Context: an optimization exercise on an open-source flow, tuned for small area and a short achievable clock period. The choices shown serve that exercise and are no tape-out recipe.
The RTL was checked by simulation tests, not by an equivalence proof against the original design.
Power figures rest on the tool's default switching activity, not on a simulated workload.

// int_backend
module int_backend (
    input  wire        clk,
    input  wire        rst_aL,
    input  wire        flush,
    output wire        dispatch_ready,
    input  wire        dispatch_valid,
    input  wire [189:0] dispatch_data,
    input  wire        ld_broadcast_valid,
    input  wire [3:0]  ld_broadcast_rob_id,
    input  wire [31:0] ld_broadcast_reg_data,
    output wire        issue_valid,
    output wire [3:0]  issue_rob_id,
    output wire        execute_valid,
    output wire        alu_broadcast_valid,
    output wire [3:0]  alu_broadcast_rob_id,
    output wire [31:0] alu_broadcast_reg_data,
    output wire        alu_npc_wb_valid,
    output wire        alu_npc_mispred,
    output wire [31:0] alu_npc
);
    localparam N = 8;
    wire        d_s1v   = dispatch_data[189];
    wire [3:0]  d_s1id  = dispatch_data[188:185];
    wire        d_s1r   = dispatch_data[184];
    wire [31:0] d_s1d   = dispatch_data[183:152];
    wire        d_s2v   = dispatch_data[151];
    wire [3:0]  d_s2id  = dispatch_data[150:147];
    wire        d_s2r   = dispatch_data[146];
    wire [31:0] d_s2d   = dispatch_data[145:114];
    wire [3:0]  d_rob   = dispatch_data[112:109];
    wire [31:0] d_imm   = dispatch_data[108:77];
    wire [31:0] d_pc    = dispatch_data[76:45];
    wire [2:0]  d_f3    = dispatch_data[44:42];
    wire [7:0]  d_fl    = {dispatch_data[41],    
                           dispatch_data[40],    
                           dispatch_data[38],    
                           dispatch_data[37],    
                           dispatch_data[36],    
                           dispatch_data[34],    
                           dispatch_data[33],    
                           dispatch_data[32]};   
    reg [N-1:0]  valid;
    reg [N-1:0]          s1v;
    reg [N-1:0] [3:0]    s1id;
    reg [N-1:0]          s1r;
    reg [N-1:0] [31:0]   s1d;
  ...
Settings: LEC_CHECK=0, CAP_MARGIN=20, CELL_PAD_IN_SITES_DETAIL_PLACEMENT=1, CELL_PAD_IN_SITES_GLOBAL_PLACEMENT=2, CORE_MARGIN=2, CORE_UTILIZATION=40, GPL_ROUTABILITY_DRIVEN=1, GPL_TIMING_DRIVEN=1, PLACE_DENSITY=0.55, SLEW_MARGIN=20, TNS_END_PERCENT=3; clock period 24.0 ns.
standard.sh (not shown) runs the stock make flow with config.mk's settings and CLKGATE_MAP_FILE= SYNTH_SCRIPT=/design/flow/synth_recipe.tcl, a recipe that flattens the netlist after the stock synthesis.
==> flow/flow/run.sh <==
#!/bin/bash
# The standard layout (standard.sh: the standard flow's synthesis script and ORFS),
# with these changes to how the layout is made:
#  - synthesis leaves adders to Yosys's parallel-prefix mapping and abc
#    instead of extracting full/half-adder cells (ADDER_MAP_FILE empty);
#    registers, their names and cell types are unchanged;
#  - timing repair aims past the clock (setup over-fix margin), so the tools
#    size and buffer the design for speed instead of stopping at 24 ns;
#  - the port buffers are plain buffer cells instead of delay cells;
#  - clock tree: larger sink clusters on clkbuf_8, no dummy loads.
# The SDC (clock period, I/O delays, loads) is the standard flow's, unchanged.
# Each tool's full log is under orfs/logs/; make's output is in make_standard.log.
set -euo pipefail
export ADDER_MAP_FILE=
export SETUP_SLACK_MARGIN=17
export BUFFER_PORTS_ARGS="-buffer_cell sky130_fd_sc_hd__buf_2"
export CTS_ARGS="-sink_clustering_enable -repair_clock_nets -sink_clustering_size 14 -sink_clustering_max_diameter 60 -buf_list sky130_fd_sc_hd__clkbuf_8 -dont_use_dummy_load"
bash standard.sh > make_standard.log 2>&1
Edit:
--- a/flow/design.v
+++ b/flow/design.v
@@ -2119,43 +2119,36 @@
         wire ld1   = ld_broadcast_valid & s1v[s] & ~s1r[s] & (ld_broadcast_rob_id == s1id[s]);
         wire ld2   = ld_broadcast_valid & s2v[s] & ~s2r[s] & (ld_broadcast_rob_id == s2id[s]);
         wire alu1  = alu_bc_v & s1v[s] & s1r[s] & (alu_bc_id == s1id[s]);
         wire alu2  = alu_bc_v & s2v[s] & s2r[s] & (alu_bc_id == s2id[s]);
         assign s1v_d[s] = tgt[s] ? d_s1v : s1v[s];
         assign s2v_d[s] = tgt[s] ? d_s2v : s2v[s];
         assign s1r_d[s] = tgt[s] ? d_s1r : (s1r[s] | wake1 | ld1);
         assign s2r_d[s] = tgt[s] ? d_s2r : (s2r[s] | wake2 | ld2);
-        wire p1_t = tgt[s];
-        wire p1_l = ~tgt[s] & ld1;
-        wire p1_a = ~tgt[s] & ~ld1 & alu1;
-        wire p1_h = ~tgt[s] & ~ld1 & ~alu1;
-        wire p2_t = tgt[s];
-        wire p2_l = ~tgt[s] & ld2;
-        wire p2_a = ~tgt[s] & ~ld2 & alu2;
-        wire p2_h = ~tgt[s] & ~ld2 & ~alu2;
-        always_ff @(posedge clk) begin
-            s1d[s] <= ({32{p1_t}} & d_s1d) | ({32{p1_l}} & ld_broadcast_reg_data)
-                    | ({32{p1_a}} & alu_bc_d) | ({32{p1_h}} & s1d[s]);
-            s2d[s] <= ({32{p2_t}} & d_s2d) | ({32{p2_l}} & ld_broadcast_reg_data)
-                    | ({32{p2_a}} & alu_bc_d) | ({32{p2_h}} & s2d[s]);
-        end
         always_ff @(posedge clk) begin
             s1v[s] <= s1v_d[s];
             s2v[s] <= s2v_d[s];
             s1r[s] <= s1r_d[s];
             s2r[s] <= s2r_d[s];
             if (tgt[s]) begin
                 s1id[s] <= d_s1id;
+                s1d[s]  <= d_s1d;
                 s2id[s] <= d_s2id;
+                s2d[s]  <= d_s2d;
                 rob[s]  <= d_rob;
                 imm[s]  <= d_imm;
                 pc[s]   <= d_pc;
                 f3[s]   <= d_f3;
                 fl[s]   <= d_fl;
+            end else begin
+                if (ld1)       s1d[s] <= ld_broadcast_reg_data;
+                else if (alu1) s1d[s] <= alu_bc_d;
+                if (ld2)       s2d[s] <= ld_broadcast_reg_data;
+                else if (alu2) s2d[s] <= alu_bc_d;
             end
         end
         for (genvar o = s + 1; o < N; o++) begin : g_age
             assign older_d[s*N+o] = tgt[s] ? 1'b0 : tgt[o] ? 1'b1 : older[s*N+o];
             always_ff @(posedge clk) older[s*N+o] <= older_d[s*N+o];
         end
     end
     wire [N-1:0] rdy_d;
Effect: Setup slack improves by 0.049 ns; design area goes up by about 2.8%; die area is about the same; utilization goes up by 1.2 points; register-to-register slack degrades by 0.76 ns; fmax goes up by about 0.64%; wire length goes up by about 0.5%; area after synthesis stays flat.

* * *

Setup of red:
Starting RTL as in the previous note.
export LEC_CHECK = 0
export CAP_MARGIN = 20
export CELL_PAD_IN_SITES_DETAIL_PLACEMENT = 1
export CELL_PAD_IN_SITES_GLOBAL_PLACEMENT = 2
export CORE_MARGIN = 2
export CORE_UTILIZATION = 40
export GPL_ROUTABILITY_DRIVEN = 0
export GPL_TIMING_DRIVEN = 1
export PLACE_DENSITY = 0.55
export SLEW_MARGIN = 20
export TNS_END_PERCENT = 0
create_clock -name core_clock -period 24.0 [get_ports {clk}]
==> flow/flow/run.sh <==
#!/bin/bash
# The standard layout (standard.sh: the standard flow's synthesis script and ORFS),
# with these changes to how the layout is made:
#  - synthesis leaves adders to Yosys's parallel-prefix mapping and abc
#    instead of extracting full/half-adder cells (ADDER_MAP_FILE empty);
#    registers, their names and cell types are unchanged;
#  - timing repair aims past the clock (setup over-fix margin), so the tools
#    size and buffer the design for speed instead of stopping at 24 ns;
#  - the port buffers are plain buffer cells instead of delay cells;
#  - clock tree: larger sink clusters on clkbuf_8, no dummy loads.
# The SDC (clock period, I/O delays, loads) is the standard flow's, unchanged.
# Each tool's full log is under orfs/logs/; make's output is in make_standard.log.
set -euo pipefail
export ADDER_MAP_FILE=
export SETUP_SLACK_MARGIN=17
export BUFFER_PORTS_ARGS="-buffer_cell sky130_fd_sc_hd__buf_2"
export CTS_ARGS="-sink_clustering_enable -repair_clock_nets -sink_clustering_size 18 -sink_clustering_max_diameter 70 -buf_list sky130_fd_sc_hd__clkbuf_8 -dont_use_dummy_load"
bash standard.sh > make_standard.log 2>&1
For blue, these inputs were changed with respect to red:
--- a/flow/design.v
+++ b/flow/design.v
@@ -2166,46 +2166,33 @@
     for (genvar s = 0; s < N; s++) begin : g_sel
         wire [N-1:0] blk;
         for (genvar o = 0; o < N; o++) begin : g_o
             if (o < s)      assign blk[o] = rdy_d[o] & older_d[o*N+s];
             else if (o > s) assign blk[o] = rdy_d[o] & ~older_d[s*N+o];
             else            assign blk[o] = 1'b0;
         end
         assign sel_d[s] = rdy_d[s] & ~|blk;
     end
-    wire         bc_valid_d = ~flush & issue_valid & ~q_fl[5];
-    wire [N-1:0] eqa1, eqa2;
-    for (genvar s = 0; s < N; s++) begin : g_eqa
-        wire [3:0] id1_d = tgt[s] ? d_s1id : s1id[s];
-        wire [3:0] id2_d = tgt[s] ? d_s2id : s2id[s];
-        assign eqa1[s] = (id1_d == q_rob);
-        assign eqa2[s] = (id2_d == q_rob);
-    end
-    reg b1_alu_q, b2_alu_q;
     always_ff @(posedge clk or negedge rst_aL) begin
         if (!rst_aL) begin
             valid         <= '0;
             sel           <= '0;
             issue_valid_q <= 1'b0;
-            b1_alu_q      <= 1'b0;
-            b2_alu_q      <= 1'b0;
         end else begin
             valid         <= valid_d;
             sel           <= sel_d;
             issue_valid_q <= |rdy_d;
-            b1_alu_q      <= bc_valid_d & |(sel_d & eqa1);
-            b2_alu_q      <= bc_valid_d & |(sel_d & eqa2);
         end
     end
     wire b1_ld  = ld_broadcast_valid & (ld_broadcast_rob_id == q_s1id);
-    wire b1_alu = b1_alu_q;
+    wire b1_alu = alu_bc_v & (alu_bc_id == q_s1id);
     wire b2_ld  = ld_broadcast_valid & (ld_broadcast_rob_id == q_s2id);
-    wire b2_alu = b2_alu_q;
+    wire b2_alu = alu_bc_v & (alu_bc_id == q_s2id);
     wire [31:0] src1 = b1_ld ? ld_broadcast_reg_data : b1_alu ? alu_bc_d : q_s1d;
     wire [31:0] src2 = b2_ld ? ld_broadcast_reg_data : b2_alu ? alu_bc_d : q_s2d;
     wire is_r    = q_fl[7];
     wire is_i    = q_fl[6];
     wire is_b    = q_fl[5];
     wire is_j    = q_fl[4];
     wire is_sub  = q_fl[3];
     wire is_lui  = q_fl[2];
     wire is_jalr = q_fl[1];
--- outcome ---
- blue vs. red: area of all placed cells without fillers went up by 0.38%.
- Higher post-synthesis simple-gate area fraction was reported by red, not blue.
- Going from red to blue, worst setup margin increased by 0.066 ns relative to the old numbers; post-route clock period utilization decreased by 0.27 points relative to the old numbers; sequential power increased by about 5% relative to the old numbers; routed wire length increased by about 1.2% relative to the old numbers; half-perimeter wire length of the detailed placement result decreased by about 0.6% relative to the old numbers.
- Against red, blue comes in 0.45 points higher on non-clock buffer contribution to total cell area.
- Looking at clock insertion delay at the later pin of the skew report across red and blue, the one that comes out higher is red.
- Compared to red, blue has portion of total power attributed to sequential cells 0.8 points lower.
- Compare red and blue | clock period minus final worst setup slack higher: red
- Synthesized area per cell in blue is about 3.2% above red.
- Per the comparison of blue with red, combinational group share of total power increased 2.5 points, fraction of synthesized area in multiplexers higher.

[what the ideal ports hide]
How much do the figures lean on ideal ports? The routed layouts below were timed once more, with nothing changed but the port constraints. Step 1, drivers: a clkbuf_16 drives clk and a buf_2 each remaining input, both assumed. Step 2 also shifts input and output timing later by t, the mid clock arrival at the registers, as if the neighbouring blocks saw the same clock. a / b / c = ideal / step 1 / step 2; a / b = the first two.
| run | t, ns | slack for setup (ns) | worst setup path after step 2 | worst register clock-pin slew, ns |
|---|---|---|---|---|
| the first run of note 1 | 1.018 | 16.401 / 16.332 / 15.314 | input to register | 0.10 / 0.10 |
| the second run of note 1 | 1.002 | 16.449 / 16.416 / 15.413 | input to register | 0.10 / 0.10 |
| red | 1.051 | 16.314 / 16.222 / 15.308 | input to register | 0.12 / 0.12 |
| blue | 1.016 | 16.380 / 16.389 / 15.409 | input to register | 0.11 / 0.11 |
After both steps setup and hold are still met in every run listed. For the first run of note 1, which loses most, drivers alone change the setup slack by -0.069 ns; drivers and shift together by -1.087 ns.
